Source: an optimization exercise on an open RTL-to-GDS flow (aim: small area and a short achievable clock period). Production flows keep margins and buffers that such runs may drop. Where RTL was checked, it was by simulation tests only, not by an equivalence proof against the original. For runs 6 to 8, only the layout was checked, not whether the RTL still works. Power figures rest on the tool's default switching activity, not on a simulated workload.

File: flow/config.mk
export PLATFORM = sky130hd
export DESIGN_NAME = fpadd_40
export DESIGN_NICKNAME = fpadd_40
export VERILOG_FILES = /design/flow/design.v
export SDC_FILE = /design/flow/constraint.sdc
export NUM_CORES = 4
export LEC_CHECK = 0
export ABC_AREA = 1
export CAP_MARGIN = 20
export CORE_MARGIN = 2
export CORE_UTILIZATION = 40
export CTS_BUF_LIST = sky130_fd_sc_hd__clkbuf_8
export CTS_CLUSTER_SIZE = 24
export SETUP_SLACK_MARGIN = 2.8
export SLEW_MARGIN = 20
export TNS_END_PERCENT = 5
File: flow/standard.sh
#!/bin/bash
# synth_recipe.tcl (not shown) runs the flow's synth.tcl, then flattens the netlist and writes it again
# the make line also repeats each setting of config.mk as NAME=value (left out here)
make -C /OpenROAD-flow-scripts/flow DESIGN_CONFIG=/design/flow/config.mk WORK_HOME=/design/flow/orfs CLKGATE_MAP_FILE= SYNTH_SCRIPT=/design/flow/synth_recipe.tcl "${@:-finish}"
File: flow/design.v
module fpadd_40_add #(parameter N = 26, parameter L = 5) (
  input  [N-1:0] p0, g0,
  input          ci,
  output [N-1:0] s
);
wire [N-1:0] g [0:L];
wire [N-1:0] p [0:L];
assign g[0] = g0 | {{(N-1){1'b0}}, p0[0] & ci};
assign p[0] = p0;
genvar l, i;
generate
  for (l = 0; l < L; l = l + 1) begin : lv
    for (i = 0; i < N; i = i + 1) begin : bt
      if ((i >> l) & 1) begin : mg
        localparam integer J = ((i >> l) << l) - 1;
        assign g[l+1][i] = g[l][i] | (p[l][i] & g[l][J]);
        assign p[l+1][i] = p[l][i] & p[l][J];
      end else begin : ps
        assign g[l+1][i] = g[l][i];
        assign p[l+1][i] = p[l][i];
      end
    end
  end
endgenerate
assign s = p0 ^ {g[L][N-2:0], ci};
endmodule
module fpadd_40(x_40,y_40,res_40,clk_40,rst_40);
input  [31:0] x_40, y_40;
output [31:0] res_40;
input  clk_40, rst_40;
wire [7:0] ex = x_40[30:23];
wire [7:0] ey = y_40[30:23];
wire [8:0] dxy = {1'b0, ex} - {1'b0, ey};
wire [7:0] dyx = ey - ex;
wire       ge  = ~dxy[8];                    
wire [4:0] cxy = (dxy[7:0] > 8'd24) ? 5'd31 : dxy[4:0];   
wire [4:0] cyx = (dyx > 8'd24) ? 5'd31 : dyx[4:0];
wire       swap = y_40[30:0] > x_40[30:0];   
wire       hx   = |x_40[30:0];
wire       hy   = |y_40[30:0];
reg [22:0] fx1, fy1;
reg        hb1, sw1, sx1, sy1, sub1;
reg [7:0]  ea1;
reg [4:0]  d1;
always @(posedge clk_40) begin
  fx1  <= x_40[22:0];
  fy1  <= y_40[22:0];
  hb1  <= hx & hy;                            
  sw1  <= swap;
  ea1  <= ge ? ex : ey;
  d1   <= ge ? cxy : cyx;
  sx1  <= x_40[31] & (hx | hy);               
  sy1  <= y_40[31];
  sub1 <= x_40[31] ^ y_40[31];
end
wire [22:0] fa = sw1 ? fy1 : fx1;
wire        sg1 = sw1 ? sy1 : sx1;
wire [23:0] sb = {hb1, sw1 ? fx1 : fy1};
wire [24:0] b0 = {sb, 1'b0};
wire [24:0] b1 = d1[4] ? {16'd0, b0[24:16]} : b0;
wire [24:0] b2 = d1[3] ? { 8'd0, b1[24:8]}  : b1;
wire [24:0] b3 = d1[2] ? { 4'd0, b2[24:4]}  : b2;
wire [24:0] b4 = d1[1] ? { 2'd0, b3[24:2]}  : b3;
wire [24:0] b5 = d1[0] ? { 1'd0, b4[24:1]}  : b4;
reg [24:1] smask;
integer k;
always @(*) begin
  for (k = 1; k < 25; k = k + 1)
    smask[k] = (d1 > k) && (d1 <= k + 20) && (d1 <= 5'd24);
end
wire sticky = |(b0[24:1] & smask);
wire [25:0] aw = {2'b01, fa, 1'b0};
wire [25:0] bw = {sub1, b5 ^ {25{sub1}}};
wire [25:0] pw = aw ^ bw;
wire [25:0] gw = aw & bw;
reg [25:0] p2;
reg [23:1] g2;            
reg [7:0]  ea2;
reg        ci2, sg2;
always @(posedge clk_40) begin
  p2 <= pw; g2 <= gw[23:1]; ea2 <= ea1 + 8'd1;
  ci2 <= sub1 & ~sticky; sg2 <= sg1;
end
wire [25:0] s;
fpadd_40_add #(26) add (
  .p0(p2),
  .g0({1'b0, ~p2[24], g2, 1'b0}),
  .ci(ci2),
  .s (s)
);
reg [25:0] s3;
reg [7:0]  e3;
reg        sg3;
always @(posedge clk_40) begin
  s3 <= s; e3 <= ea2; sg3 <= sg2;
end
wire [31:0] v = {s3, 6'd0};
wire [15:0] z1;  wire [15:0] c1;       
genvar g;
generate for (g = 0; g < 16; g = g + 1) begin : l1
  assign z1[g] = ~(v[2*g+1] | v[2*g]);
  assign c1[g] = ~v[2*g+1];
end endgenerate
wire [7:0] z2; wire [15:0] c2;         
generate for (g = 0; g < 8; g = g + 1) begin : l2
  assign z2[g] = z1[2*g+1] & z1[2*g];
  assign c2[2*g+1:2*g] = z1[2*g+1] ? {1'b1, c1[2*g]} : {1'b0, c1[2*g+1]};
end endgenerate
wire [3:0] z3; wire [11:0] c3;         
generate for (g = 0; g < 4; g = g + 1) begin : l3
  assign z3[g] = z2[2*g+1] & z2[2*g];
  assign c3[3*g+2:3*g] = z2[2*g+1] ? {1'b1, c2[4*g+1:4*g]} : {1'b0, c2[4*g+3:4*g+2]};
end endgenerate
wire [1:0] z4; wire [7:0] c4;          
generate for (g = 0; g < 2; g = g + 1) begin : l4
  assign z4[g] = z3[2*g+1] & z3[2*g];
  assign c4[4*g+3:4*g] = z3[2*g+1] ? {1'b1, c3[6*g+2:6*g]} : {1'b0, c3[6*g+5:6*g+3]};
end endgenerate
wire       nz = ~(z4[1] & z4[0]);
wire [4:0] lz = z4[1] ? {1'b1, c4[3:0]} : {1'b0, c4[7:4]};
wire [25:0] n1 = lz[4] ? {s3[9:0], 16'd0} : s3;
wire [25:0] n2 = lz[3] ? {n1[17:0], 8'd0} : n1;
wire [25:0] n3 = lz[2] ? {n2[21:0], 4'd0} : n2;
wire [25:0] n4 = lz[1] ? {n3[23:0], 2'd0} : n3;
wire [25:0] n5 = lz[0] ? {n4[24:0], 1'd0} : n4;
wire [5:0]  el = {1'b0, e3[4:0]} - {1'b0, lz};
wire [2:0]  eh = el[5] ? e3[7:5] - 3'd1 : e3[7:5];
wire [31:0] r  = {sg3 & nz, nz ? {eh, el[4:0]} : 8'd0, n5[24:2]};
reg [31:0] r4;
always @(posedge clk_40) r4 <= r;
assign res_40 = r4;
endmodule
File: flow/flow/run.sh
#!/bin/bash
# Standard ORFS layout with two changes: synthesis leaves adders to ABC
# (ADDER_MAP_FILE empty, so no half/full-adder cells are extracted; the
# synthesis script itself is the standard flow's, unchanged), the port buffers are
# buf_2 cells, and timing repair does not clone gates. Full make output in make_finish.log, each step's log under
# orfs/logs/.
set -euo pipefail
bash standard.sh finish 'ADDER_MAP_FILE=' 'BUFFER_PORTS_ARGS=-buffer_cell sky130_fd_sc_hd__buf_2' 'SKIP_GATE_CLONING=1' > make_finish.log 2>&1
File: flow/constraint.sdc
create_clock -name core_clock -period 5.0 [get_ports {clk_40}]
set_input_delay 1.0000 -clock core_clock [delete_from_list [all_inputs] [get_ports {clk_40}]]
set_output_delay 1.0000 -clock core_clock [all_outputs]
set_load 0.01 [all_outputs]
==> impl_metrics.env, run 1 <==
export IMPL_rsz0062_at_grt="true"
export IMPL_fillers=2848
export IMPL_cts_buffers=17
export IMPL_clkLatencyLatePin_ns=0.47
export IMPL_syn_area_per_cell_um2=6.481
export IMPL_die_area_um2=28460
export IMPL_reg2reg_to="p2[10]$_DFF_P_"
export IMPL_synth_top_area_share_pct=35.06
export IMPL_antenna_found_initial=0
export IMPL_routed_wl_mm=29.44
export IMPL_crit_path_max_fanout=5
export IMPL_die_x_um=168.7
export IMPL_start_util_pct=40.48
export IMPL_wl_per_cell_um=13.95
export IMPL_fmax_mhz=474.7
export IMPL_grt_pass1_wl_mm=47.24
export IMPL_area_growth_pct=13.08
export IMPL_relSlewSlack_pct=48.89
export IMPL_startpoint="y_40[27]"
export IMPL_grt_remaining_overflow=0
export IMPL_finalHoldViolCount=0
export IMPL_synth_nets=1740
export IMPL_yosysMostFrequentCell="nand2_1"
export IMPL_synthFlopType="dfxtp_1"
export IMPL_hp_class="reg -> reg"
export IMPL_met1_usage_pct=27.27
export IMPL_synth_commonest_cells="nand2_1, dfxtp_1, nand3_1, inv_1, nor2_1"
export IMPL_clkSlewWorstSetupHoldPaths_ns=0.10
export IMPL_worstSetupStartpointType="input port"
export IMPL_grt_max_degree=61
export IMPL_clock_sinks=190
export IMPL_core_area_um2=26800
export IMPL_layout_nets=1822
export IMPL_crit_type="in -> reg"
export IMPL_slew_violations=0
export IMPL_met3_usage_pct=2.829
export IMPL_status="timing/DRC/antenna clean"
export IMPL_regArea_um2=3811
export IMPL_cts_htree_levels=4
export IMPL_multi_input_area_um2=6265
export IMPL_cp_arrival_ns=2.48
export IMPL_layout_drive_gt1_share_pct=15.21
export IMPL_r2r_cells=12
export IMPL_cts_max_path_buffers=2
export IMPL_cts_tree="done"
export IMPL_use_met2_pct=34.60
export IMPL_antenna_cells=0
export IMPL_r2r_start="sw1$_DFF_P_"
export IMPL_synth_edf_count=0
export IMPL_vias=10470
export IMPL_utilization_pct=45.78
export IMPL_yosys_warnings=2
export IMPL_clock_root_buffer="clkbuf_8"
export IMPL_io_pins=98
export IMPL_setup_viol=0
export IMPL_top_usage_layer="met2"
export IMPL_synth_area_um2=10850
export IMPL_ys_ff_latch=190
export IMPL_drt_iter0_markers=625
export IMPL_cp_endpoint="d1[0]$_DFF_P_"
export IMPL_die_h_um=168.7
export IMPL_synth_distinct_cells=54
export IMPL_rows=60
export IMPL_grt_pass1_vias=9461
export IMPL_post_dp_hpwl_mm=23.11
export IMPL_gp_congestion=0.9264
export IMPL_antenna_left=0
export IMPL_vdd_ir_drop_worst_mv=0.1459
export IMPL_portBuffers=96
export IMPL_tns_ns=0
export IMPL_maxCapViolCount=0
export IMPL_dr_pass1_iters=7
export IMPL_period_minus_slack_ns=2.107
export IMPL_track_usage_pct=20.62
export IMPL_cp_end_kind="register"
export IMPL_critPathRequiredTime_ns=5.37
export IMPL_synthArstFlopShare_pct=0
export IMPL_fin_crit_sh_pct=42.13
export IMPL_seq_area_frac_synth_pct=35.06
export IMPL_synth_area_leaders="dfxtp_1, nand2_1, nand3_1"
export IMPL_post_route_drc_count=0
export IMPL_r2r_slack_ns=2.90
export IMPL_synthCells=1674
export IMPL_power_density_nw_per_um2=460.8
export IMPL_worst_pin_slew_ns=0.7658
export IMPL_yosysTopAreaCell="dfxtp_1"
export IMPL_p_leak_nw=6.062
export IMPL_vias_per_cell=4.963
export IMPL_fin_worst_skew_ns=0.02241
export IMPL_hold_buffers=0
[sequential cells by signal (all words and copies together), names as in the netlist, 5 cells and up]
signal and cells:
r4 32, p2 26, s3 26, fx1 23, fy1 23, g2 23
e3 8, ea1 8, ea2 8, d1 5
[how the worst min path moves through the flow]
stage / startpoint / to / slack [ns] / depth (start not counted)
after global routing: ea2[6]$_DFF_P_ / e3[6]$_DFF_P_ / 0.34 / 0
after global placement: ea2[5]$_DFF_P_ / e3[5]$_DFF_P_ / 0.31 / 0
after floorplan: ea2[0]$_DFF_P_ / e3[0]$_DFF_P_ / 0.31 / 0
after CTS: ea2[4]$_DFF_P_ / e3[4]$_DFF_P_ / 0.34 / 0
final: ea2[3]$_DFF_P_ / e3[3]$_DFF_P_ / 0.34 / 0
after detailed placement: ea2[4]$_DFF_P_ / e3[4]$_DFF_P_ / 0.31 / 0
[cell usage in the layout, fill, tap and decap left out, types with 5 or more instances in the layout]
| master | count |
|---|---|
| nand3_1 | 185 |
| nand2_4 | 12 |
| o21ai_1 | 36 |
| o21ai_0 | 86 |
| nor2_2 | 17 |
| a21oi_1 | 59 |
| inv_1 | 164 |
| xor2_1 | 36 |
| buf_2 | 97 |
| o2111ai_1 | 6 |
| nor2_1 | 115 |
| o21ai_2 | 5 |
| inv_4 | 8 |
| nand2_2 | 25 |
| dfxtp_1 | 186 |
| o211ai_1 | 11 |
| or2_2 | 6 |
| clkbuf_8 | 18 |
| o22ai_1 | 14 |
| buf_4 | 13 |
| nor4_1 | 14 |
| nor2_4 | 12 |
| nand4_1 | 26 |
| a31oi_1 | 5 |
| nand3b_1 | 12 |
| xnor2_1 | 15 |
| nor3_1 | 5 |
| nand2_1 | 495 |
| inv_2 | 18 |
[layout make-up]
| type | instances | share of cell area [%] |
|---|---|---|
| Clock buffer | 17 | 1.907 |
| Tap cell | 341 | 3.478 |
| Inverter | 191 | 6.038 |
| Sequential cell | 190 | 31.07 |
| Clock inverter | 15 | 1.040 |
| Multi-Input combinational cell | 1242 | 51.07 |
| Timing Repair Buffer | 114 | 5.405 |
[metal layers]
layer	routed length, µm	vias up
li1	-	5606
met1	13980	4615
met2	13620	207
met3	1012	44
met4	829	0
met5	0	-
[critical path, cell delays in order]
cell and delay, ns:
buf_2 0.11, inv_2 0.06, nor2_1 0.05, inv_1 0.09
nand2_2 0.11, nor2_2 0.16, inv_2 0.06, nor2_2 0.18
nand2_1 0.09, nand2_2 0.07, xor2_2 0.25, nand4_1 0.12
nand2_1 0.09, nand2_1 0.04
[where the power goes]
group,internal (mW),total [mW],switching [mW]
combinational,0.889,2.54,1.65
sequential,1.94,2.19,0.250
clock,0.359,0.924,0.565
total,3.19,5.65,2.47
[kinds of logic (layout without fill, tap and decap cells)]
logic type / after synthesis / after routing / share of synthesized area [%]
compound gates: 251 / 251 / 13.16
flops: 190 / 190 / 35.06
simple gates: 935 / 935 / 38.10
buf+inv: 242 / 337 / 9.042
mux: 3 / 3 / 0.2883
xor+xnor: 53 / 53 / 4.348
[metrics by stage]
stage / hold WS, ns / cell area [µm²] / std cells / power [mW] / worst slack, ns
floorplan: 0.3096 / 10910 / 1674 / 4.018 / 2.800
global placement: 0.3116 / 11590 / 2065 / 4.646 / 2.306
detailed placement: 0.3121 / 11590 / 2065 / 4.659 / 2.307
CTS: 0.3367 / 12010 / 2099 / 5.603 / 2.709
global route: 0.3412 / 12270 / 2110 / 6.154 / 2.727
finish: 0.3354 / 12270 / 2110 / 5.653 / 2.893
[repair_timing]
item / CTS / global route
pin swaps: 1 / 8
buffers inserted: 2 / 11
endpoints found under the setup margin: 68 / 77
resized for setup: 12 / 47
cloned: 0 / 0
==> inputs of run 2 (changes only) <==
--- a/flow/config.mk
+++ b/flow/config.mk
@@ -15,2 +15 @@
 export SLEW_MARGIN = 20
-export TNS_END_PERCENT = 5
==> impl_metrics.env, run 2 <==
export IMPL_status="timing/DRC/antenna clean"
export IMPL_final_cell_area_um2=12410
export IMPL_reg_top3="r4: 32 flops, p2: 26 flops, s3: 26 flops"
export IMPL_synth_distinct_cells=54
export IMPL_grt_max_degree=61
export IMPL_fin_worst_skew_ns=0.02181
export IMPL_syn_area_per_cell_um2=6.481
export IMPL_final_cell_mix="nand2_1, dfxtp_1, nand3_1, inv_1, nor2_1"
export IMPL_largest_reg_flops=32
export IMPL_synthArstFlopShare_pct=0
export IMPL_pre_cts_ws_ns=2.307
export IMPL_clock_root_buffer="clkbuf_8"
export IMPL_hold_start="ea2[3]$_DFF_P_"
export IMPL_fmax_mhz=474.1
export IMPL_io_pins=98
export IMPL_slowest_stage="nor2_2"
export IMPL_cp_arrival_ns=2.48
export IMPL_setup_viol=0
export IMPL_routed_wl_mm=29.44
export IMPL_gp_congestion=0.9264
export IMPL_seq_area_frac_synth_pct=35.06
export IMPL_period_minus_slack_ns=2.109
export IMPL_clkLatencyLatePin_ns=0.47
export IMPL_synthFlopType="dfxtp_1"
export IMPL_synth_simple_area_share_pct=38.10
export IMPL_utilization_pct=46.30
export IMPL_track_usage_pct=20.66
export IMPL_relSlewSlack_pct=49.58
export IMPL_dp_cells=2065
export IMPL_synthCells=1674
export IMPL_slowest_delay_ns=0.22
export IMPL_power_density_nw_per_um2=457.3
export IMPL_worst_pin_slew_ns=0.7555
export IMPL_drt_iter0_markers=549
export IMPL_reg2reg_to="p2[15]$_DFF_P_"
export IMPL_dr_pass1_iters=5
export IMPL_ys_ff_latch=190
export IMPL_fillers=2833
export IMPL_portBuffers=96
export IMPL_synth_area_um2=10850
export IMPL_critPathRequiredTime_ns=5.37
export IMPL_antenna_cells=0
export IMPL_whs_ns=0.3354
export IMPL_wl_per_cell_um=13.94
export IMPL_r2r_cells=11
export IMPL_cts_buffers=17
export IMPL_die_h_um=168.7
export IMPL_power_mw=5.675
export IMPL_layout_cells_non_filler=2112
export IMPL_layout_nets=1824
export IMPL_vias=10490
export IMPL_antenna_found_initial=0
export IMPL_post_dp_hpwl_mm=23.11
export IMPL_final_common_cell="nand2_1"
export IMPL_r2r_slack_ns=2.91
export IMPL_core_area_um2=26800
export IMPL_start_util_pct=40.48
export IMPL_grt_pass1_vias=9471
export IMPL_post_route_drc_count=0
export IMPL_tns_ns=0
export IMPL_crit_path_max_fanout=5
export IMPL_regArea_um2=3811
export IMPL_worstSetupStartpointType="input port"
export IMPL_crit_path_frequent_cell="nand2_1"
export IMPL_layout_drive_gt1_share_pct=16.26
export IMPL_vias_per_cell=4.967
export IMPL_cts_max_path_buffers=2
export IMPL_area_growth_pct=14.38
export IMPL_r2r_start="d1[4]$_DFF_P_"
export IMPL_cts_tree="done"
export IMPL_synth_commonest_cells="nand2_1, dfxtp_1, nand3_1, inv_1, nor2_1"
export IMPL_synth_top_area_share_pct=35.06
export IMPL_cp_buffers_inverters=3
export IMPL_multi_input_area_um2=6376
export IMPL_clock_sinks=190
export IMPL_fin_crit_sh_pct=42.19
export IMPL_grt_remaining_overflow=0
export IMPL_yosysTopAreaCell="dfxtp_1"
export IMPL_grt_pass1_wl_mm=47.33
export IMPL_synth_area_leaders="dfxtp_1, nand2_1, nand3_1"
export IMPL_holdPathStages=0
export IMPL_synth_adder_area_share_pct=0
export IMPL_clkSlewWorstSetupHoldPaths_ns=0.10
export IMPL_yosysMostFrequentCell="nand2_1"
export IMPL_cts_htree_levels=4
export IMPL_maxCapViolCount=0
export IMPL_synth_top_family_by_area="simple AND/OR/NAND/NOR gates"
export IMPL_placed_cell_area_um2=11590
export IMPL_top_register="r4"
export IMPL_synth_edf_count=0
export IMPL_yosys_warnings=2
export IMPL_synth_compound_area_share_pct=13.16
export IMPL_hold_end="e3[3]$_DFF_P_"
export IMPL_hold_buffers=0
export IMPL_die_x_um=168.7
export IMPL_antenna_left=0
export IMPL_crit_family="simple AND/OR/NAND/NOR gates"
export IMPL_hp_class="reg -> reg"
export IMPL_die_area_um2=28460
export IMPL_rsz0062_at_grt="true"
export IMPL_muxShareOfSynthArea_pct=0.2883
export IMPL_slew_violations=0
export IMPL_setup_ws_ns=2.891
export IMPL_finalHoldViolCount=0
export IMPL_p_leak_nw=6.087
export IMPL_crit_type="in -> reg"
export IMPL_synth_xor_area_share_pct=4.348
export IMPL_cp_end_kind="register"
export IMPL_vdd_ir_drop_worst_mv=0.1470
export IMPL_crit_chain="buf_2 > inv_2 > nor2_4 > inv_2 > nand2_4 > nor2_4 > nand2_1 > nand2_2 > xor2_2 > nor2_1 > nor2_2 > nand3_1 > nand2_1 > nand2_1"
export IMPL_synth_nets=1740
export IMPL_rows=60
==> run 2: cell families after synthesis <==
group	count (synthesis)
compound gates	251
xor+xnor	53
buf+inv	242
flops	190
mux	3
simple gates	935
==> run 2: per-layer routing <==
metal	global-route usage [%]	part of all wire (%)
met1	27.28	48
met2	34.73	46
met3	2.829	3.1
met4	7.009	2.9
met5	0	0
==> run 2: power by group <==
| group | internal, mW | switching [mW] |
|---|---|---|
| Sequential | 1.94 | 0.250 |
| Combinational | 0.900 | 1.66 |
| Clock | 0.359 | 0.564 |
| Total | 3.20 | 2.48 |
==> run 2: area by class of cell <==
type	count	share of cell area, %
repair buffers	116	5.545
well taps	341	3.438
clock inverters	15	1.028
multi-input cells	1242	51.38
clock buffers	17	1.885
inverters	191	6.009
flip-flops and latches	190	30.71
==> run 2: how the worst max path moves through the flow <==
| stage | startpoint | to | slack, ns | cells after the start |
|---|---|---|---|---|
| 5_1_grt | sw1$_DFF_P_ | g2[6]$_DFF_P_ | 2.78 | 10 |
| 3_5_place_dp | x_40[30] | d1[0]$_DFF_P_ | 2.31 | 12 |
| 3_3_place_gp | x_40[25] | d1[3]$_DFF_P_ | 2.31 | 14 |
| 6_report | y_40[25] | d1[3]$_DFF_P_ | 2.89 | 14 |
| 2_1_floorplan | y_40[26] | d1[0]$_DFF_P_ | 2.80 | 13 |
| 4_1_cts | d1[4]$_DFF_P_ | p2[15]$_DFF_P_ | 2.79 | 12 |
==> run 2: worst register-to-register path, delay by kind of cell, from the launching register on <==
kind / cells / cell delay, ns
simple gates: 7 / 0.81
flops: 1 / 0.51
compound gates: 2 / 0.40
buf+inv: 2 / 0.27
==> run 2: repair_timing <==
action / in CTS / in global routing
setup endpoints to repair: 68 / 76
pin swaps: 1 / 18
gates resized for setup: 18 / 76
setup buffers: 4 / 11
==> inputs of run 3 (changes only) <==
--- a/flow/config.mk
+++ b/flow/config.mk
@@ -13,3 +13,4 @@
 export CTS_CLUSTER_SIZE = 24
-export SETUP_SLACK_MARGIN = 2.8
+export SETUP_SLACK_MARGIN = 2.9
 export SLEW_MARGIN = 20
+export TNS_END_PERCENT = 5
==> impl_metrics.env, run 3 <==
export IMPL_gp_congestion=0.9679
export IMPL_seqPwrFrac_pct=37.4
export IMPL_cts_buffers=17
export IMPL_r2r_start="sw1$_DFF_P_"
export IMPL_period_minus_slack_ns=2.204
export IMPL_p_clk_share_pct=17.2
export IMPL_synth_area_um2=10850
export IMPL_fin_crit_sh_pct=44.07
export IMPL_synth_nets=1740
export IMPL_grt_pass1_wl_mm=48.15
export IMPL_layout_nets=1844
export IMPL_track_usage_pct=21.18
export IMPL_fin_worst_skew_ns=0.02802
export IMPL_p_sw_share_pct=43.50
export IMPL_antenna_found_initial=0
export IMPL_clkSlewWorstSetupHoldPaths_ns=0.09
export IMPL_grt_remaining_overflow=0
export IMPL_synth_commonest_cells="nand2_1, dfxtp_1, nand3_1, inv_1, nor2_1"
export IMPL_synthArstFlopShare_pct=0
export IMPL_worst_pin_slew_ns=0.7545
export IMPL_ys_ff_latch=190
export IMPL_synthCells=1674
export IMPL_vdd_ir_drop_worst_mv=0.1617
export IMPL_finalHoldViolCount=0
export IMPL_syn_area_per_cell_um2=6.481
export IMPL_drt_iter0_markers=726
export IMPL_hp_class="reg -> reg"
export IMPL_utilization_pct=47.46
export IMPL_die_area_um2=28460
export IMPL_synthFlopType="dfxtp_1"
export IMPL_area_growth_pct=17.23
export IMPL_start_util_pct=40.48
export IMPL_cts_htree_levels=4
export IMPL_power_switching_mw=2.537
export IMPL_worstSetupStartpointType="input port"
export IMPL_critPathRequiredTime_ns=5.32
export IMPL_io_pins=98
export IMPL_hold_buffers=0
export IMPL_clock_sinks=190
export IMPL_crit_chain="buf_2 > nor4_1 > nand4_1 > nor4_1 > a21boi_0"
export IMPL_crit_path_frequent_cell="nor4_1"
export IMPL_fmax_mhz=453.8
export IMPL_grt_max_degree=37
export IMPL_power_mw=5.832
export IMPL_wl_per_cell_um=14.18
export IMPL_crit_path_max_fanout=4
export IMPL_vias=10700
export IMPL_slowest_stage="nor4_1"
export IMPL_final_common_cell="nand2_1"
export IMPL_synth_edf_count=0
export IMPL_synth_top_area_share_pct=35.06
export IMPL_p_leak_nw=6.227
export IMPL_p_comb_share_pct=45.4
export IMPL_status="timing/DRC/antenna clean"
export IMPL_tns_ns=0
export IMPL_post_route_drc_count=0
export IMPL_final_cell_mix="nand2_1, nand3_1, dfxtp_1, inv_1, nor2_1"
export IMPL_startpoint="x_40[9]"
export IMPL_synth_area_leaders="dfxtp_1, nand2_1, nand3_1"
export IMPL_clkLatencyLatePin_ns=0.47
export IMPL_fillers=2777
export IMPL_antenna_cells=0
export IMPL_power_density_nw_per_um2=458.6
export IMPL_rows=60
export IMPL_rsz0062_at_grt="true"
export IMPL_reg_top3="r4: 32 flops, p2: 26 flops, s3: 26 flops"
export IMPL_maxCapViolCount=0
export IMPL_yosysTopAreaCell="dfxtp_1"
export IMPL_post_dp_hpwl_mm=23.60
export IMPL_synth_distinct_cells=54
export IMPL_hold_start="sg2$_DFF_P_"
export IMPL_portBuffers=96
export IMPL_slew_violations=0
export IMPL_top_register="r4"
export IMPL_p_int_mw=3.295
export IMPL_cts_max_path_buffers=2
export IMPL_yosysMostFrequentCell="nand2_1"
export IMPL_core_area_um2=26800
export IMPL_antenna_left=0
export IMPL_slowest_delay_ns=0.53
export IMPL_setup_viol=0
export IMPL_seq_area_frac_synth_pct=35.06
export IMPL_vias_per_cell=5.018
export IMPL_relSlewSlack_pct=49.17
export IMPL_largest_reg_flops=32
export IMPL_yosys_warnings=2
export IMPL_cp_arrival_ns=2.52
export IMPL_cts_tree="done"
export IMPL_clock_root_buffer="clkbuf_8"
export IMPL_routed_wl_mm=30.24
export IMPL_grt_pass1_vias=9434
export IMPL_layout_drive_gt1_share_pct=18.48
export IMPL_crit_type="in -> reg"
export IMPL_die_x_um=168.7
export IMPL_die_h_um=168.7
export IMPL_cp_end_kind="register"
export IMPL_dr_pass1_iters=6
## run 3: cell families (layout without fill, tap and decap cells)
family | after synthesis | count (layout) | synth area share (%)
xor+xnor | 53 | 53 | 4.348
compound gates | 251 | 251 | 13.16
flops | 190 | 190 | 35.06
simple gates | 935 | 935 | 38.10
mux | 3 | 3 | 0.2883
buf+inv | 242 | 359 | 9.042
## run 3: final timing paths
kind | endpoint | slack (ns) | depth (start not counted)
worst min register to register | sg3$_DFF_P_ | 0.33 | 0
worst max-delay path | sx1$_DFF_P_ | 2.80 | 5
worst max register to register | p2[1]$_DFF_P_ | 2.95 | 14
worst min-delay path | sg3$_DFF_P_ | 0.33 | 0
## run 3: layout make-up
| class | count | area [µm²] | area share [%] |
|---|---|---|---|
| clock buffers | 17 | 234.0 | 1.840 |
| well taps | 341 | 426.7 | 3.355 |
| inverters | 191 | 759.5 | 5.971 |
| multi-input cells | 1242 | 6484 | 50.98 |
| clock inverters | 15 | 158.9 | 1.249 |
| repair buffers | 136 | 835.8 | 6.572 |
| flip-flops and latches | 190 | 3820 | 30.03 |
## run 3: timing repair
action / 4_1_cts / 5_1_grt
gates resized for setup: 21 / 96
setup endpoints to repair: 88 / 90
pin swaps: 1 / 19
buffers inserted: 5 / 29
## run 3: worst max-delay path, delay by kind of cell
family	cells	cell delay, ns
simple gates	3	1.24
compound gates	1	0.16
buf+inv	1	0.12
## run 3: layer usage
| metal | wire, µm | track usage (%) | vias to the layer above |
|---|---|---|---|
| li1 | - | - | 5653 |
| met1 | 14020 | 27.79 | 4731 |
| met2 | 14130 | 36.23 | 269 |
| met3 | 1310 | 2.689 | 45 |
| met4 | 780 | 6.672 | 0 |
| met5 | 0 | 0 | - |
## run 3: stage by stage
| step | setup WS (ns) | instances | cell area, µm² | hold slack, ns |
|---|---|---|---|---|
| global placement | 2.263 | 2066 | 11670 | 0.3123 |
| global route | 2.801 | 2132 | 12720 | 0.3378 |
| finish | 2.796 | 2132 | 12720 | 0.3343 |
| CTS | 2.823 | 2103 | 12170 | 0.3359 |
| floorplan | 2.827 | 1674 | 10970 | 0.3096 |
| detailed placement | 2.278 | 2066 | 11670 | 0.3121 |
## run 3: power groups by stage
stage	combinational [mW]	clock (mW)	sequential [mW]
4_1_cts	2.50	1.03	2.18
5_1_grt	3.00	1.09	2.23
6_report	2.65	1.00	2.18
3_5_place_dp	2.46	0	2.22
3_3_place_gp	2.45	0	2.21
2_1_floorplan	1.82	0	2.20
==> inputs of run 4 (changes only) <==
--- a/flow/config.mk
+++ b/flow/config.mk
@@ -13,3 +13,3 @@
 export CTS_CLUSTER_SIZE = 24
-export SETUP_SLACK_MARGIN = 2.9
+export SETUP_SLACK_MARGIN = 2.7
 export SLEW_MARGIN = 20
==> impl_metrics.env, run 4 <==
export IMPL_yosysMostFrequentCell="nand2_1"
export IMPL_slew_violations=0
export IMPL_vdd_ir_drop_worst_mv=0.1830
export IMPL_worst_pin_slew_ns=0.7575
export IMPL_synthArstFlopShare_pct=0
export IMPL_wl_per_cell_um=13.89
export IMPL_yosysTopAreaCell="dfxtp_1"
export IMPL_synthFlopType="dfxtp_1"
export IMPL_track_usage_pct=20.88
export IMPL_hp_class="reg -> reg"
export IMPL_io_pins=98
export IMPL_routed_wl_mm=29.23
export IMPL_cts_tree="done"
export IMPL_maxCapViolCount=0
export IMPL_synth_commonest_cells="nand2_1, dfxtp_1, nand3_1, inv_1, nor2_1"
export IMPL_start_util_pct=40.48
export IMPL_antenna_cells=0
export IMPL_core_area_um2=26800
export IMPL_cts_buffers=17
export IMPL_fin_crit_sh_pct=44.85
export IMPL_synth_area_um2=10850
export IMPL_gp_congestion=0.9435
export IMPL_top_register="r4"
export IMPL_crit_type="in -> reg"
export IMPL_antenna_left=0
export IMPL_synth_nets=1740
export IMPL_drt_iter0_markers=567
export IMPL_rsz0062_at_grt="true"
export IMPL_grt_remaining_overflow=0
export IMPL_fillers=2825
export IMPL_critPathRequiredTime_ns=5.36
export IMPL_area_growth_pct=11.57
export IMPL_post_route_drc_count=0
export IMPL_finalHoldViolCount=0
export IMPL_cts_max_path_buffers=2
export IMPL_power_mw=5.636
export IMPL_worstSetupStartpointType="input port"
export IMPL_r2r_slack_ns=2.77
export IMPL_cts_htree_levels=4
export IMPL_status="timing/DRC/antenna clean"
export IMPL_relSlewSlack_pct=49.44
export IMPL_post_dp_hpwl_mm=23.34
export IMPL_fin_worst_skew_ns=0.02971
export IMPL_synth_edf_count=0
export IMPL_seq_area_frac_synth_pct=35.06
export IMPL_tns_ns=0
export IMPL_layout_drive_gt1_share_pct=13.44
export IMPL_vias_per_cell=4.997
export IMPL_grt_pass1_vias=9459
export IMPL_clock_root_buffer="clkbuf_8"
export IMPL_fmax_mhz=445.9
export IMPL_grt_pass1_wl_mm=47.75
export IMPL_vias=10520
export IMPL_reg_top3="r4: 32 flops, p2: 26 flops, s3: 26 flops"
export IMPL_layout_nets=1817
export IMPL_portBuffers=96
export IMPL_yosys_warnings=2
export IMPL_p_leak_nw=6.013
export IMPL_largest_reg_flops=32
export IMPL_clkLatencyLatePin_ns=0.48
export IMPL_synthCells=1674
export IMPL_die_h_um=168.7
export IMPL_die_area_um2=28460
export IMPL_clkSlewWorstSetupHoldPaths_ns=0.10
export IMPL_antenna_found_initial=0
export IMPL_crit_path_max_fanout=5
export IMPL_grt_max_degree=82
export IMPL_setup_viol=0
export IMPL_synth_top_area_share_pct=35.06
export IMPL_final_common_cell="nand2_1"
export IMPL_synth_distinct_cells=54
export IMPL_rows=60
export IMPL_period_minus_slack_ns=2.242
export IMPL_power_density_nw_per_um2=465.6
export IMPL_clock_sinks=190
export IMPL_final_cell_mix="nand2_1, dfxtp_1, nand3_1, inv_1, nor2_1"
export IMPL_cp_arrival_ns=2.60
export IMPL_dr_pass1_iters=5
export IMPL_die_x_um=168.7
export IMPL_ys_ff_latch=190
export IMPL_syn_area_per_cell_um2=6.481
export IMPL_cp_end_kind="register"
export IMPL_synth_area_leaders="dfxtp_1, nand2_1, nand3_1"
[run 4: cell counts after synthesis]
No cell type changed its count.
[run 4: per-layer routing]
metal | global-route usage (%) | part of all wire, %
met1 | 27.60 | 47
met2 | 35.17 | 46
met5 | 0 | 0
met4 | 7.009 | 2.7
met3 | 2.782 | 3.9
[run 4: cell families (layout without fill, tap and decap cells)]
group,Yosys count,count (layout),synth area share (%)
AND/OR/NAND/NOR,935,935,38.10
AO/OA/AOI/OAI,251,251,13.16
buffers and inverters,242,332,9.042
flip-flops,190,190,35.06
XOR/XNOR,53,53,4.348
multiplexers,3,3,0.2883
[run 4: path summary, 6_finish.rpt]
kind | start | end | cells past startpoint
setup / recovery | y_40[25] | d1[0]$_DFF_P_ | 14
setup reg to reg | sw1$_DFF_P_ | p2[1]$_DFF_P_ | 13
hold / removal | sg2$_DFF_P_ | sg3$_DFF_P_ | 0
hold reg to reg | sg2$_DFF_P_ | sg3$_DFF_P_ | 0
[run 4: worst max-delay path, cell delays in order]
cell,delay [ns]
buf_2,0.14
inv_2,0.04
nor2_1,0.18
nor2_1,0.13
a21oi_2,0.28
inv_1,0.10
nand2_1,0.08
nand2_1,0.05
nand2_1,0.05
nand3_1,0.10
nor2_2,0.21
nand3_1,0.10
nand2_1,0.08
nand2_1,0.05
[run 4: where the power goes]
part | internal, mW | switching (mW) | leakage (nW)
sequential | 1.94 | 0.240 | 1.60
combinational | 0.863 | 1.62 | 4.22
clock | 0.370 | 0.601 | 0.194
[run 4: area by class of cell]
| type | count | area, µm² | share of cell area (%) |
|---|---|---|---|
| Inverter | 191 | 729.5 | 6.026 |
| Multi-Input combinational cell | 1242 | 6153 | 50.84 |
| Tap cell | 341 | 426.7 | 3.525 |
| Sequential cell | 190 | 3810 | 31.48 |
| Clock buffer | 17 | 234.0 | 1.933 |
| Timing Repair Buffer | 109 | 603.1 | 4.982 |
| Clock inverter | 15 | 147.6 | 1.220 |
[run 4: repair_timing]
item                       4_1_cts  5_1_grt
setup endpoints to repair       75       85
resized for setup               10       24
hold buffers                     0        0
buffers inserted                 0        8
pin swaps                        1        2
[run 4: metrics by stage]
step           utilization, %  cells  hold WS, ns  cell area, µm²  setup slack (ns)
3_3_place_gp            43.05   2065       0.3126           11540             2.108
5_1_grt                 45.16   2105       0.3452           12100             2.584
4_1_cts                 44.59   2097       0.3342           11950             2.603
6_report                45.16   2105       0.3319           12100             2.758
2_1_floorplan               -   1674       0.3096           10850             2.731
3_5_place_dp            43.05   2065       0.3135           11540             2.086
==> inputs of run 5 (changes only) <==
--- a/flow/config.mk
+++ b/flow/config.mk
@@ -13,3 +13,3 @@
 export CTS_CLUSTER_SIZE = 24
-export SETUP_SLACK_MARGIN = 2.7
+export SETUP_SLACK_MARGIN = 3.0
 export SLEW_MARGIN = 20
==> impl_metrics.env, run 5 <==
export IMPL_status="timing/DRC/antenna clean"
export IMPL_portBuffers=96
export IMPL_crit_chain="buf_6 > inv_8 > nor2_4 > inv_4 > o21ai_2 > a21oi_4 > buf_6 > o211ai_1 > nand3_2 > nor2_4 > nand3_2 > nand2_1 > nand2_1"
export IMPL_dr_pass1_iters=5
export IMPL_relSlewSlack_pct=48.53
export IMPL_die_x_um=168.7
export IMPL_track_usage_pct=21.26
export IMPL_fin_crit_sh_pct=41.65
export IMPL_cp_buffers_inverters=4
export IMPL_synthFlopType="dfxtp_1"
export IMPL_antenna_cells=0
export IMPL_setup_viol=0
export IMPL_largest_reg_flops=32
export IMPL_fin_worst_skew_ns=0.02767
export IMPL_crit_path_max_fanout=5
export IMPL_clkLatencyLatePin_ns=0.48
export IMPL_die_area_um2=28460
export IMPL_cp_end_kind="register"
export IMPL_synth_edf_count=0
export IMPL_cts_tree="done"
export IMPL_worst_pin_slew_ns=0.7711
export IMPL_yosysTopAreaCell="dfxtp_1"
export IMPL_ys_ff_latch=190
export IMPL_post_dp_hpwl_mm=23.60
export IMPL_post_route_drc_count=0
export IMPL_final_cell_mix="nand2_1, dfxtp_1, nand3_1, inv_1, nor2_1"
export IMPL_synthArstFlopShare_pct=0
export IMPL_routed_wl_mm=31.13
export IMPL_drt_iter0_markers=624
export IMPL_pre_cts_ws_ns=2.278
export IMPL_power_density_nw_per_um2=447.5
export IMPL_synth_top_area_share_pct=35.06
export IMPL_final_common_cell="nand2_1"
export IMPL_wl_per_cell_um=14.44
export IMPL_crit_family="simple AND/OR/NAND/NOR gates"
export IMPL_seq_area_frac_synth_pct=35.06
export IMPL_period_minus_slack_ns=2.082
export IMPL_synth_area_um2=10850
export IMPL_cts_htree_levels=4
export IMPL_p_leak_nw=6.460
export IMPL_rsz0062_at_grt="true"
export IMPL_reg_top3="r4: 32 flops, p2: 26 flops, s3: 26 flops"
export IMPL_met1_usage_pct=27.88
export IMPL_critPathRequiredTime_ns=5.37
export IMPL_crit_type="in -> reg"
export IMPL_slowest_stage="o211ai_1"
export IMPL_vias=10860
export IMPL_antenna_left=0
export IMPL_worstSetupStartpointType="input port"
export IMPL_whs_ns=0.3346
export IMPL_vdd_ir_drop_worst_mv=0.1585
export IMPL_yosysMostFrequentCell="nand2_1"
export IMPL_vias_per_cell=5.035
export IMPL_io_pins=98
export IMPL_grt_max_degree=37
export IMPL_cts_max_path_buffers=2
export IMPL_clkSlewWorstSetupHoldPaths_ns=0.10
export IMPL_die_h_um=168.7
export IMPL_finalHoldViolCount=0
export IMPL_yosys_warnings=2
export IMPL_tns_ns=0
export IMPL_met3_usage_pct=2.595
export IMPL_synthCells=1674
export IMPL_synth_area_leaders="dfxtp_1, nand2_1, nand3_1"
export IMPL_slowest_delay_ns=0.23
export IMPL_gp_congestion=0.9679
export IMPL_grt_pass1_wl_mm=48.33
export IMPL_fmax_mhz=480.2
export IMPL_cts_buffers=17
export IMPL_hold_buffers=0
export IMPL_synth_nets=1740
export IMPL_cp_arrival_ns=2.45
export IMPL_top_register="r4"
export IMPL_start_util_pct=40.48
export IMPL_clock_root_buffer="clkbuf_8"
export IMPL_use_met2_pct=36.56
export IMPL_antenna_found_initial=0
export IMPL_rows=60
export IMPL_layout_nets=1868
export IMPL_core_area_um2=26800
export IMPL_syn_area_per_cell_um2=6.481
export IMPL_fillers=2701
export IMPL_area_growth_pct=23.31
export IMPL_synth_commonest_cells="nand2_1, dfxtp_1, nand3_1, inv_1, nor2_1"
export IMPL_synth_distinct_cells=54
export IMPL_maxCapViolCount=0
export IMPL_slew_violations=0
export IMPL_grt_pass1_vias=9460
export IMPL_layout_drive_gt1_share_pct=22.37
export IMPL_setup_ws_ns=2.918
export IMPL_grt_remaining_overflow=0
export IMPL_hp_class="reg -> reg"
export IMPL_top_usage_layer="met2"
export IMPL_clock_sinks=190
==> run 5: cell counts after synthesis <==
Identical to the previous run, type by type.
==> run 5: final timing paths <==
| path | start | to | slack, ns | depth (start not counted) |
|---|---|---|---|---|
| worst max-delay path | y_40[25] | d1[0]$_DFF_P_ | 2.92 | 13 |
| worst min register to register | sg2$_DFF_P_ | sg3$_DFF_P_ | 0.33 | 0 |
| worst max register to register | s3[14]$_DFF_P_ | r4[22]$_DFF_P_ | 3.00 | 12 |
| worst min-delay path | sg2$_DFF_P_ | sg3$_DFF_P_ | 0.33 | 0 |
==> run 5: kinds of logic (layout without fill, tap and decap cells) <==
| logic type | Yosys count | after routing | share of synthesized area, % |
|---|---|---|---|
| AND/OR/NAND/NOR | 935 | 935 | 38.10 |
| flip-flops | 190 | 190 | 35.06 |
| buffers and inverters | 242 | 383 | 9.042 |
| XOR/XNOR | 53 | 53 | 4.348 |
| AO/OA/AOI/OAI | 251 | 251 | 13.16 |
| multiplexers | 3 | 3 | 0.2883 |
==> run 5: what timing repair did <==
| item | CTS | global route |
|---|---|---|
| buffers inserted | 10 | 48 |
| endpoints found under the setup margin | 93 | 98 |
| pin swaps | 6 | 71 |
| hold endpoints to repair | 0 | 0 |
| gates resized for setup | 42 | 206 |
==> run 5: routing by layer <==
layer  part of all wire (%)  vias to the layer above
met5                      0                        -
met4                    2.4                        0
met3                    3.9                       40
met2                     48                      277
met1                     46                     4833
li1                       -                     5705
==> run 5: worst reg2reg max path, stage by stage, from the launching register on <==
cell and delay, ns:
dfxtp_4 0.36, inv_1 0.09, nand2_2 0.08, nor2_4 0.18, nand2_4 0.12, nand2_8 0.10
nand2_4 0.08, buf_2 0.16, buf_4 0.14, a221oi_4 0.32, nand3_1 0.12, nand3_1 0.08
nand2_1 0.07
==> run 5: per-stage QoR <==
| stage | std cells | instance area (µm²) | util, % | power [mW] |
|---|---|---|---|---|
| final | 2156 | 13380 | 49.92 | 5.986 |
| after global routing | 2156 | 13380 | 49.92 | 6.475 |
| after CTS | 2108 | 12280 | 45.82 | 5.741 |
| after detailed placement | 2066 | 11670 | 43.53 | 4.676 |
| after global placement | 2066 | 11670 | 43.53 | 4.661 |
| after floorplan | 1674 | 10970 | - | 4.023 |
==> run 5: where the power goes <==
part | switching, mW | internal, mW
combinational | 1.77 | 1.02
clock | 0.594 | 0.412
sequential | 0.247 | 1.95
total | 2.61 | 3.37
==> run 5: final cells by class <==
class	count	area, µm²	area share [%]
clock buffer	17	234.0	1.749
inverter	191	790.8	5.911
sequential	190	3824	28.58
clock inverter	15	158.9	1.188
timing repair buffer	160	1144	8.548
multi-input combinational	1242	6800	50.83
tap	341	426.7	3.189
==> inputs of run 6 (changes only) <==
--- a/flow/design.v
+++ b/flow/design.v
@@ -35,4 +35,2 @@
 wire       ge  = ~dxy[8];                    
-wire [4:0] cxy = (dxy[7:0] > 8'd24) ? 5'd31 : dxy[4:0];   
-wire [4:0] cyx = (dyx > 8'd24) ? 5'd31 : dyx[4:0];
 wire       swap = y_40[30:0] > x_40[30:0];   
@@ -44,2 +42,3 @@
 reg [4:0]  d1;
+reg        bg1;                          
 always @(posedge clk_40) begin
@@ -50,3 +49,4 @@
   ea1  <= ge ? ex : ey;
-  d1   <= ge ? cxy : cyx;
+  d1   <= ge ? dxy[4:0] : dyx[4:0];
+  bg1  <= ge ? |dxy[7:5] : |dyx[7:5];
   sx1  <= x_40[31] & (hx | hy);               
@@ -57,3 +57,4 @@
 wire        sg1 = sw1 ? sy1 : sx1;
-wire [23:0] sb = {hb1, sw1 ? fx1 : fy1};
+wire        far = bg1 | (d1[4] & d1[3] & |d1[2:0]);
+wire [23:0] sb = far ? 24'd0 : {hb1, sw1 ? fx1 : fy1};
 wire [24:0] b0 = {sb, 1'b0};
@@ -68,3 +69,3 @@
   for (k = 1; k < 25; k = k + 1)
-    smask[k] = (d1 > k) && (d1 <= k + 20) && (d1 <= 5'd24);
+    smask[k] = (d1 > k) && (d1 <= k + 20);
 end
--- a/flow/config.mk
+++ b/flow/config.mk
@@ -13,3 +13,3 @@
 export CTS_CLUSTER_SIZE = 24
-export SETUP_SLACK_MARGIN = 3.0
+export SETUP_SLACK_MARGIN = 2.8
 export SLEW_MARGIN = 20
==> impl_metrics.env, run 6 <==
export IMPL_reg_top3="r4: 32 flops, p2: 26 flops, s3: 26 flops"
export IMPL_vias_per_cell=5.083
export IMPL_yosysTopAreaCell="dfxtp_1"
export IMPL_synth_area_um2=10750
export IMPL_synth_nets=1744
export IMPL_fin_crit_sh_pct=46.76
export IMPL_slew_violations=0
export IMPL_routed_wl_mm=31.32
export IMPL_die_h_um=167.9
export IMPL_cts_htree_levels=4
export IMPL_cts_buffers=17
export IMPL_layout_cells_non_filler=2145
export IMPL_vias=10900
export IMPL_dp_cells=2065
export IMPL_synthArstFlopShare_pct=0
export IMPL_antenna_found_initial=0
export IMPL_vdd_ir_drop_worst_mv=0.1831
export IMPL_post_dp_hpwl_mm=23.69
export IMPL_synthFlopType="dfxtp_1"
export IMPL_slowest_delay_ns=0.33
export IMPL_track_usage_pct=22.10
export IMPL_yosys_warnings=2
export IMPL_clock_sinks=191
export IMPL_critPathRequiredTime_ns=5.36
export IMPL_tns_ns=0
export IMPL_top_register="r4"
export IMPL_cp_end_kind="register"
export IMPL_fmax_mhz=427.7
export IMPL_p_leak_nw=6.283
export IMPL_portBuffers=96
export IMPL_finalHoldViolCount=0
export IMPL_relSlewSlack_pct=46.45
export IMPL_synth_commonest_cells="nand2_1, nand3_1, inv_1, dfxtp_1, nor2_1"
export IMPL_setup_viol=0
export IMPL_cp_arrival_ns=2.70
export IMPL_crit_chain="buf_8 > inv_2 > nand2_4 > a21oi_4 > buf_6 > buf_6 > o211ai_1 > nand2_1 > nand2_1 > nor2_4 > nand2_1 > nand2_2 > nand3_4 > nand3_2 > nand2_1"
export IMPL_clock_root_buffer="clkbuf_8"
export IMPL_rsz0062_at_grt="true"
export IMPL_rows=60
export IMPL_grt_pass1_wl_mm=50.09
export IMPL_layout_drive_gt1_share_pct=17.07
export IMPL_start_util_pct=40.34
export IMPL_dr_wl_met2_mm=14.83
export IMPL_synth_area_leaders="dfxtp_1, nand2_1, nand3_1"
export IMPL_crit_path_max_fanout=29
export IMPL_post_route_drc_count=0
export IMPL_ys_ff_latch=191
export IMPL_wl_met1_mm=14.14
export IMPL_area_growth_pct=17.63
export IMPL_final_cell_mix="nand2_1, nand3_1, dfxtp_1, inv_1, nor2_1"
export IMPL_antenna_cells=0
export IMPL_slowest_stage="dfxtp_1"
export IMPL_grt_remaining_overflow=0
export IMPL_seq_area_frac_synth_pct=35.56
export IMPL_drt_iter0_markers=647
export IMPL_io_pins=98
export IMPL_core_area_um2=26650
export IMPL_synth_distinct_cells=50
export IMPL_crit_type="reg -> reg"
export IMPL_worstSetupStartpointType="register"
export IMPL_layout_nets=1857
export IMPL_whs_ns=0.3337
export IMPL_period_minus_slack_ns=2.338
export IMPL_maxCapViolCount=0
export IMPL_die_x_um=167.9
export IMPL_largest_reg_flops=32
export IMPL_synth_top_area_share_pct=35.56
export IMPL_cts_max_path_buffers=2
export IMPL_clkLatencyLatePin_ns=0.47
export IMPL_gp_congestion=0.9335
export IMPL_grt_max_degree=36
export IMPL_antenna_left=0
export IMPL_worst_pin_slew_ns=0.7959
export IMPL_power_density_nw_per_um2=476.0
export IMPL_clkSlewWorstSetupHoldPaths_ns=0.11
export IMPL_dr_pass1_iters=5
export IMPL_yosysMostFrequentCell="nand2_1"
export IMPL_syn_area_per_cell_um2=6.407
export IMPL_wl_met3_mm=1.396
export IMPL_crit_path_frequent_cell="nand2_1"
export IMPL_grt_pass1_vias=10080
export IMPL_hold_buffers=0
export IMPL_status="timing/DRC/antenna clean"
export IMPL_synth_edf_count=0
export IMPL_cts_tree="done"
export IMPL_fin_worst_skew_ns=0.01480
export IMPL_die_area_um2=28210
export IMPL_top_layer="met4"
export IMPL_wl_per_cell_um=14.60
export IMPL_synthCells=1678
export IMPL_final_common_cell="nand2_1"
export IMPL_hp_class="reg -> reg"
==> run 6: changes by cell type after synthesis, sizes merged, moves of 5 or more <==
| cell | change |
|---|---|
| mux2i | +8 |
| inv | +12 |
| nor3 | +11 |
| nand4 | -6 |
| nand3b | -10 |
| nor2 | +28 |
| o211ai | +9 |
| nand2 | -51 |
| o21ai | -18 |
| xnor2 | -8 |
| a21oi | +6 |
| xor2 | -8 |
| buf | +5 |
| nand3 | +26 |
==> run 6: stage by stage <==
stage | worst slack, ns | power, mW | utilization (%) | instance area [µm²]
6_report | 2.662 | 6.020 | 47.46 | 12650
5_1_grt | 2.600 | 6.533 | 47.46 | 12650
4_1_cts | 2.749 | 5.864 | 45.54 | 12140
3_5_place_dp | 2.015 | 4.741 | 43.03 | 11470
3_3_place_gp | 1.991 | 4.726 | 43.03 | 11470
2_1_floorplan | 2.799 | 4.060 | - | 10790
==> run 6: final timing paths <==
| path | start | end | slack (ns) | cells past startpoint |
|---|---|---|---|---|
| setup reg to reg | d1[0]$_DFF_P_ | p2[1]$_DFF_P_ | 2.66 | 15 |
| hold / removal | ea2[0]$_DFF_P_ | e3[0]$_DFF_P_ | 0.33 | 0 |
| hold reg to reg | ea2[0]$_DFF_P_ | e3[0]$_DFF_P_ | 0.33 | 0 |
| setup / recovery | d1[0]$_DFF_P_ | p2[1]$_DFF_P_ | 2.66 | 15 |
==> run 6: repair_timing <==
action,in CTS,in global routing
endpoints found under the hold margin,0,0
buffers inserted,18,30
pin swaps,6,19
endpoints found under the setup margin,87,94
gates resized for setup,34,77
==> run 6: routing by layer <==
| metal | GRT usage (%) | up-vias |
|---|---|---|
| li1 | - | 5680 |
| met1 | 27.95 | 4871 |
| met2 | 38.48 | 294 |
| met3 | 2.750 | 58 |
| met4 | 8.469 | 0 |
| met5 | 0 | - |
==> run 6: logic make-up after synthesis <==
logic type	synth area share, %
xor+xnor	3.224
simple gates	37.26
compound gates	13.15
flops	35.56
buf+inv	9.868
mux	0.9310
==> run 6: area by class of cell <==
| class | count | area (µm²) |
|---|---|---|
| multi-input combinational | 1224 | 6231 |
| clock inverter | 15 | 167.7 |
| tap | 341 | 426.7 |
| inverter | 204 | 783.3 |
| fill | 2812 | 14000 |
| sequential | 191 | 3835 |
| timing repair buffer | 153 | 969.7 |
| clock buffer | 17 | 234.0 |
==> run 6: worst max-delay path: cells and delay by family (launching register included) <==
family                 cells  cell delay, ns
flip-flops                 1            0.33
buffers and inverters      4            0.52
AO/OA/AOI/OAI              2            0.40
AND/OR/NAND/NOR            9            0.95
==> run 6: power by group <==
group | internal (mW) | switching (mW) | leakage [nW]
clock | 0.383 | 0.619 | 0.205
combinational | 1.02 | 1.80 | 4.47
sequential | 1.95 | 0.245 | 1.61
==> inputs of run 7 (changes only) <==
==> flow/flow/run.sh (replaced) <==
#!/bin/bash
# Standard ORFS layout with two changes: synthesis leaves adders to ABC
# (ADDER_MAP_FILE empty, so no half/full-adder cells are extracted; the
# synthesis script itself is the standard flow's, unchanged), and the port buffers are
# buf_2 cells. Full make output in make_finish.log, each step's log under
# orfs/logs/.
set -euo pipefail
bash standard.sh finish 'ADDER_MAP_FILE=' 'BUFFER_PORTS_ARGS=-buffer_cell sky130_fd_sc_hd__buf_2' > make_finish.log 2>&1
--- a/flow/config.mk
+++ b/flow/config.mk
@@ -15,2 +15 @@
 export SLEW_MARGIN = 20
-export TNS_END_PERCENT = 5
==> impl_metrics.env, run 7 <==
export IMPL_status="timing/DRC/antenna clean"
export IMPL_power_density_nw_per_um2=469.3
export IMPL_clkSlewWorstSetupHoldPaths_ns=0.11
export IMPL_p_sw_share_pct=44.84
export IMPL_hold_buffers=0
export IMPL_portBuffers=96
export IMPL_synth_top_area_share_pct=35.56
export IMPL_muxShareOfSynthArea_pct=0.9310
export IMPL_cts_buffers=17
export IMPL_critPathRequiredTime_ns=5.37
export IMPL_cp_arrival_ns=2.56
export IMPL_clock_root_buffer="clkbuf_8"
export IMPL_largest_reg_flops=32
export IMPL_grt_remaining_overflow=0
export IMPL_layout_drive_gt1_share_pct=20.35
export IMPL_io_pins=98
export IMPL_crit_path_max_fanout=4
export IMPL_yosysMostFrequentCell="nand2_1"
export IMPL_post_dp_hpwl_mm=23.72
export IMPL_gp_congestion=0.9212
export IMPL_routed_wl_mm=32.39
export IMPL_dp_cells=2065
export IMPL_whs_ns=0.3311
export IMPL_p_leak_nw=6.450
export IMPL_layout_cells_non_filler=2164
export IMPL_synth_distinct_cells=50
export IMPL_cp_end_kind="register"
export IMPL_synth_compound_area_share_pct=13.15
export IMPL_synth_edf_count=0
export IMPL_synth_top_family_by_area="simple AND/OR/NAND/NOR gates"
export IMPL_synth_adder_area_share_pct=0
export IMPL_synth_area_leaders="dfxtp_1, nand2_1, nand3_1"
export IMPL_antenna_left=0
export IMPL_vdd_ir_drop_worst_mv=0.2050
export IMPL_synth_nets=1744
export IMPL_antenna_cells=0
export IMPL_synthFlopType="dfxtp_1"
export IMPL_clkLatencyLatePin_ns=0.48
export IMPL_synth_commonest_cells="nand2_1, nand3_1, inv_1, dfxtp_1, nor2_1"
export IMPL_clock_sinks=191
export IMPL_vias=11150
export IMPL_crit_type="reg -> reg"
export IMPL_die_h_um=167.9
export IMPL_track_usage_pct=22.58
export IMPL_synth_xor_area_share_pct=3.224
export IMPL_core_area_um2=26650
export IMPL_period_minus_slack_ns=2.186
export IMPL_area_growth_pct=22.80
export IMPL_rsz0062_at_grt="true"
export IMPL_worst_pin_slew_ns=0.7290
export IMPL_synth_simple_area_share_pct=37.26
export IMPL_rows=60
export IMPL_die_x_um=167.9
export IMPL_regArea_um2=3841
export IMPL_power_switching_mw=2.778
export IMPL_synthCells=1678
export IMPL_reg_top3="r4: 32 flops, p2: 26 flops, s3: 26 flops"
export IMPL_yosys_warnings=2
export IMPL_start_util_pct=40.34
export IMPL_multi_input_area_um2=6558
export IMPL_setup_viol=0
export IMPL_grt_pass1_vias=10240
export IMPL_fin_crit_sh_pct=43.72
export IMPL_grt_pass1_wl_mm=50.92
export IMPL_tns_ns=0
export IMPL_antenna_found_initial=0
export IMPL_synth_area_um2=10750
export IMPL_synthArstFlopShare_pct=0
export IMPL_vias_per_cell=5.152
export IMPL_dr_pass1_iters=5
export IMPL_placed_cell_area_um2=11470
export IMPL_maxCapViolCount=0
export IMPL_layout_nets=1876
export IMPL_final_common_cell="nand2_1"
export IMPL_fmax_mhz=457.5
export IMPL_p_clk_share_pct=16.2
export IMPL_hp_class="reg -> reg"
export IMPL_grt_max_degree=48
export IMPL_fillers=2754
export IMPL_seqPwrFrac_pct=35.4
export IMPL_relSlewSlack_pct=50.89
export IMPL_p_comb_share_pct=48.4
export IMPL_cts_max_path_buffers=2
export IMPL_cts_htree_levels=4
export IMPL_worstSetupStartpointType="register"
export IMPL_fin_worst_skew_ns=0.01655
export IMPL_cts_tree="done"
export IMPL_syn_area_per_cell_um2=6.407
export IMPL_p_int_mw=3.418
export IMPL_seq_area_frac_synth_pct=35.56
export IMPL_final_cell_area_um2=13200
export IMPL_slew_violations=0
export IMPL_yosysTopAreaCell="dfxtp_1"
export IMPL_wl_per_cell_um=14.97
export IMPL_top_register="r4"
export IMPL_drt_iter0_markers=722
export IMPL_post_route_drc_count=0
export IMPL_ys_ff_latch=191
export IMPL_die_area_um2=28210
export IMPL_final_cell_mix="nand2_1, inv_1, dfxtp_1, nand3_1, nor2_1"
export IMPL_finalHoldViolCount=0
## run 7: cell counts after synthesis
No cell type changed its count.
## run 7: cell families (layout without fill, tap and decap cells)
group	after synthesis	in the layout
multiplexers	10	10
XOR/XNOR	38	38
flip-flops	191	191
AND/OR/NAND/NOR	932	936
buffers and inverters	263	403
AO/OA/AOI/OAI	244	245
## run 7: layout make-up
| class | count | share of cell area (%) |
|---|---|---|
| inverter | 204 | 6.122 |
| sequential | 191 | 29.09 |
| multi-input combinational | 1229 | 49.67 |
| tap | 341 | 3.232 |
| timing repair buffer | 162 | 8.539 |
| clock buffer | 17 | 1.772 |
| timing repair inverter | 5 | 0.2843 |
| clock inverter | 15 | 1.289 |
## run 7: critical path, stage by stage, from the launching register on
cell and delay [ns]:
dfxtp_4 0.39, nor2_4 0.20, nand2_8 0.09, a21oi_4 0.27
buf_6 0.15, o211ai_1 0.19, nand2_1 0.17, nand2_1 0.10
nor2_4 0.13, nand2_1 0.08, nand2_2 0.08, nand3_2 0.09
nand3_2 0.09, nand2_1 0.05
## run 7: per-stage QoR
stage | utilization, % | worst slack (ns) | power (mW)
finish | 49.54 | 2.814 | 6.196
global route | 49.54 | 2.715 | 6.700
CTS | 46.13 | 2.764 | 5.930
detailed placement | 43.04 | 1.989 | 4.746
global placement | 43.04 | 2.003 | 4.727
floorplan | - | 2.800 | 4.060
## run 7: path summary, 6_finish.rpt
path | from | end | slack [ns] | cells past startpoint
worst min register to register | ea2[0]$_DFF_P_ | e3[0]$_DFF_P_ | 0.33 | 0
worst min-delay path | ea2[0]$_DFF_P_ | e3[0]$_DFF_P_ | 0.33 | 0
worst max register to register | d1[2]$_DFF_P_ | p2[1]$_DFF_P_ | 2.81 | 13
worst max-delay path | d1[2]$_DFF_P_ | p2[1]$_DFF_P_ | 2.81 | 13
## run 7: metal layers
| metal | vias up | GRT usage, % | routed length [µm] |
|---|---|---|---|
| met5 | - | 0 | 0 |
| met4 | 0 | 8.544 | 1108 |
| met3 | 69 | 2.680 | 1428 |
| met2 | 316 | 39.31 | 15400 |
| met1 | 5027 | 28.68 | 14450 |
| li1 | 5737 | - | - |
## run 7: timing repair
| action | CTS | global route |
|---|---|---|
| setup endpoints to repair | 86 | 93 |
| gates resized for setup | 60 | 140 |
| pin swaps | 9 | 42 |
| buffers inserted | 16 | 38 |
| gates cloned | 8 | 5 |
## run 7: power by group through the flow
stage / sequential (mW) / clock (mW) / combinational [mW]
after global placement: 2.22 / 0 / 2.51
after detailed placement: 2.23 / 0 / 2.52
after global routing: 2.24 / 1.10 / 3.36
after floorplan: 2.21 / 0 / 1.85
after CTS: 2.19 / 1.04 / 2.70
final: 2.19 / 1.00 / 3.00
==> inputs of run 8 (changes only) <==
--- a/flow/config.mk
+++ b/flow/config.mk
@@ -13,3 +13,3 @@
 export CTS_CLUSTER_SIZE = 24
-export SETUP_SLACK_MARGIN = 2.8
+export SETUP_SLACK_MARGIN = 2.9
 export SLEW_MARGIN = 20
==> impl_metrics.env, run 8 <==
export IMPL_synthCells=1678
export IMPL_p_int_mw=3.561
export IMPL_seqPwrFrac_pct=34.6
export IMPL_setup_viol=0
export IMPL_die_area_um2=28210
export IMPL_post_dp_hpwl_mm=23.52
export IMPL_synth_nets=1744
export IMPL_hold_buffers=0
export IMPL_crit_path_max_fanout=5
export IMPL_fmax_mhz=462.2
export IMPL_power_density_nw_per_um2=469.5
export IMPL_crit_type="reg -> reg"
export IMPL_clkSlewWorstSetupHoldPaths_ns=0.11
export IMPL_fin_worst_skew_ns=0.02020
export IMPL_syn_area_per_cell_um2=6.407
export IMPL_ys_ff_latch=191
export IMPL_p_clk_share_pct=16.2
export IMPL_final_common_cell="nand2_1"
export IMPL_synth_area_leaders="dfxtp_1, nand2_1, nand3_1"
export IMPL_core_area_um2=26650
export IMPL_worst_pin_slew_ns=0.7694
export IMPL_period_minus_slack_ns=2.164
export IMPL_final_cell_area_um2=13630
export IMPL_yosysTopAreaCell="dfxtp_1"
export IMPL_die_h_um=167.9
export IMPL_rsz0062_at_grt="true"
export IMPL_cts_buffers=17
export IMPL_vias_per_cell=5.158
export IMPL_status="timing/DRC/antenna clean"
export IMPL_reg_top3="r4: 32 flops, p2: 26 flops, s3: 26 flops"
export IMPL_cts_tree="done"
export IMPL_slew_violations=0
export IMPL_hp_class="reg -> reg"
export IMPL_routed_wl_mm=32.65
export IMPL_p_comb_share_pct=49.2
export IMPL_dr_pass1_iters=6
export IMPL_critPathRequiredTime_ns=5.36
export IMPL_yosysMostFrequentCell="nand2_1"
export IMPL_track_usage_pct=22.56
export IMPL_area_growth_pct=26.81
export IMPL_cts_max_path_buffers=2
export IMPL_synth_distinct_cells=50
export IMPL_layout_drive_gt1_share_pct=25.23
export IMPL_clock_root_buffer="clkbuf_8"
export IMPL_grt_pass1_vias=10460
export IMPL_top_register="r4"
export IMPL_relSlewSlack_pct=48.17
export IMPL_finalHoldViolCount=0
export IMPL_vias=11200
export IMPL_grt_pass1_wl_mm=51.05
export IMPL_grt_remaining_overflow=0
export IMPL_largest_reg_flops=32
export IMPL_drt_iter0_markers=660
export IMPL_synth_edf_count=0
export IMPL_antenna_cells=0
export IMPL_cp_arrival_ns=2.52
export IMPL_seq_area_frac_synth_pct=35.56
export IMPL_antenna_left=0
export IMPL_p_sw_share_pct=44.37
export IMPL_portBuffers=96
export IMPL_final_cell_mix="nand2_1, dfxtp_1, inv_1, nand3_1, nor2_1"
export IMPL_rows=60
export IMPL_synthFlopType="dfxtp_1"
export IMPL_gp_congestion=0.9705
export IMPL_maxCapViolCount=0
export IMPL_die_x_um=167.9
export IMPL_synth_area_um2=10750
export IMPL_tns_ns=0
export IMPL_placed_cell_area_um2=11600
export IMPL_fin_crit_sh_pct=43.28
export IMPL_wl_per_cell_um=15.03
export IMPL_yosys_warnings=2
export IMPL_cp_end_kind="register"
export IMPL_antenna_found_initial=0
export IMPL_power_mw=6.401
export IMPL_fillers=2691
export IMPL_synth_top_area_share_pct=35.56
export IMPL_power_switching_mw=2.840
export IMPL_worstSetupStartpointType="register"
export IMPL_grt_max_degree=47
export IMPL_synth_commonest_cells="nand2_1, nand3_1, inv_1, dfxtp_1, nor2_1"
export IMPL_layout_nets=1884
export IMPL_vdd_ir_drop_worst_mv=0.1927
export IMPL_synthArstFlopShare_pct=0
export IMPL_post_route_drc_count=0
export IMPL_clock_sinks=191
export IMPL_cts_htree_levels=4
export IMPL_p_leak_nw=6.561
export IMPL_start_util_pct=40.34
export IMPL_clkLatencyLatePin_ns=0.47
export IMPL_io_pins=98
## run 8: changes by cell type in the layout (fill, tap and decap cells not counted), moves of 11 or more
cell | before | now
nand3_1 | 176 | 158
nand3_2 | 32 | 48
inv_1 | 185 | 170
nand2_1 | 444 | 429
nor2_1 | 145 | 131
inv_2 | 7 | 18
nand2_2 | 25 | 36
## run 8: worst max-delay path: stages, from the launching register on
cell and delay (ns):
dfxtp_4 0.39, buf_8 0.14, nor2_4 0.13, nand2_4 0.11, nand2_8 0.12, buf_6 0.15
nand3_4 0.14, nand2_2 0.13, nand3_1 0.08, nand2_1 0.09, nand3_2 0.10, nand2_2 0.09
nand2_1 0.05, nand3_1 0.11, nand2_1 0.11, nand2_1 0.08, nand2_1 0.05
## run 8: path summary, 6_finish.rpt
| path | to | cells after the start | slack [ns] | start |
|---|---|---|---|---|
| worst max register to register | p2[3]$_DFF_P_ | 16 | 2.84 | d1[2]$_DFF_P_ |
| worst min-delay path | e3[7]$_DFF_P_ | 0 | 0.34 | ea2[7]$_DFF_P_ |
| worst min register to register | e3[7]$_DFF_P_ | 0 | 0.34 | ea2[7]$_DFF_P_ |
| worst max-delay path | p2[3]$_DFF_P_ | 16 | 2.84 | d1[2]$_DFF_P_ |
## run 8: power groups by stage
stage | registers, mW | clock network, mW | logic, mW
4_1_cts | 2.19 | 1.08 | 2.84
6_report | 2.21 | 1.04 | 3.15
3_5_place_dp | 2.23 | 0 | 2.52
2_1_floorplan | 2.21 | 0 | 1.86
5_1_grt | 2.26 | 1.14 | 3.52
3_3_place_gp | 2.22 | 0 | 2.52
## run 8: logic make-up (layout without fill, tap and decap cells)
family	after synthesis	count (layout)	synth area share, %
xor+xnor	38	38	3.224
buf+inv	263	410	9.868
flops	191	191	35.56
simple gates	932	937	37.26
compound gates	244	245	13.15
mux	10	10	0.9310
## run 8: layout make-up
type / instances / area, µm² / area share (%)
Inverter: 204 / 830.8 / 6.093
Sequential cell: 191 / 3850 / 28.24
Timing Repair Buffer: 169 / 1227 / 9.003
Multi-Input combinational cell: 1230 / 6849 / 50.23
Tap cell: 341 / 426.7 / 3.129
Clock inverter: 14 / 165.2 / 1.211
Timing Repair inverter: 5 / 37.54 / 0.2753
Clock buffer: 18 / 247.7 / 1.817
## run 8: metrics by stage
stage                     cells  hold WS, ns  worst slack, ns  util, %
after floorplan            1678       0.3096            2.850        -
after global placement     2065       0.3115            1.962    43.54
after detailed placement   2065       0.3121            1.987    43.54
after CTS                  2140       0.3380            2.862    47.97
after global routing       2172       0.3463            2.725    51.16
final                      2172       0.3364            2.836    51.16
## run 8: repair_timing
item | in CTS | in global routing
endpoints found under the setup margin | 91 | 96
cloned | 10 | 4
buffers inserted | 33 | 28
resized for setup | 117 | 157
pin swaps | 29 | 63
hold endpoints to repair | 0 | 0
## run 8: per-layer routing
layer / global-route usage, % / routed length [µm]
met1: 28.18 / 14110
met2: 38.81 / 15730
met5: 0 / 0
met4: 9.716 / 1122
met3: 3.315 / 1683

Re-timed with assumed drivers on the ports (clkbuf_16 on the clock, buf_2 on other inputs), run 8 has 2.836 ns of setup slack against 2.836 ns with ideal ports, and 2.393 ns once port delays also move by the mid clock arrival of 0.503 ns.
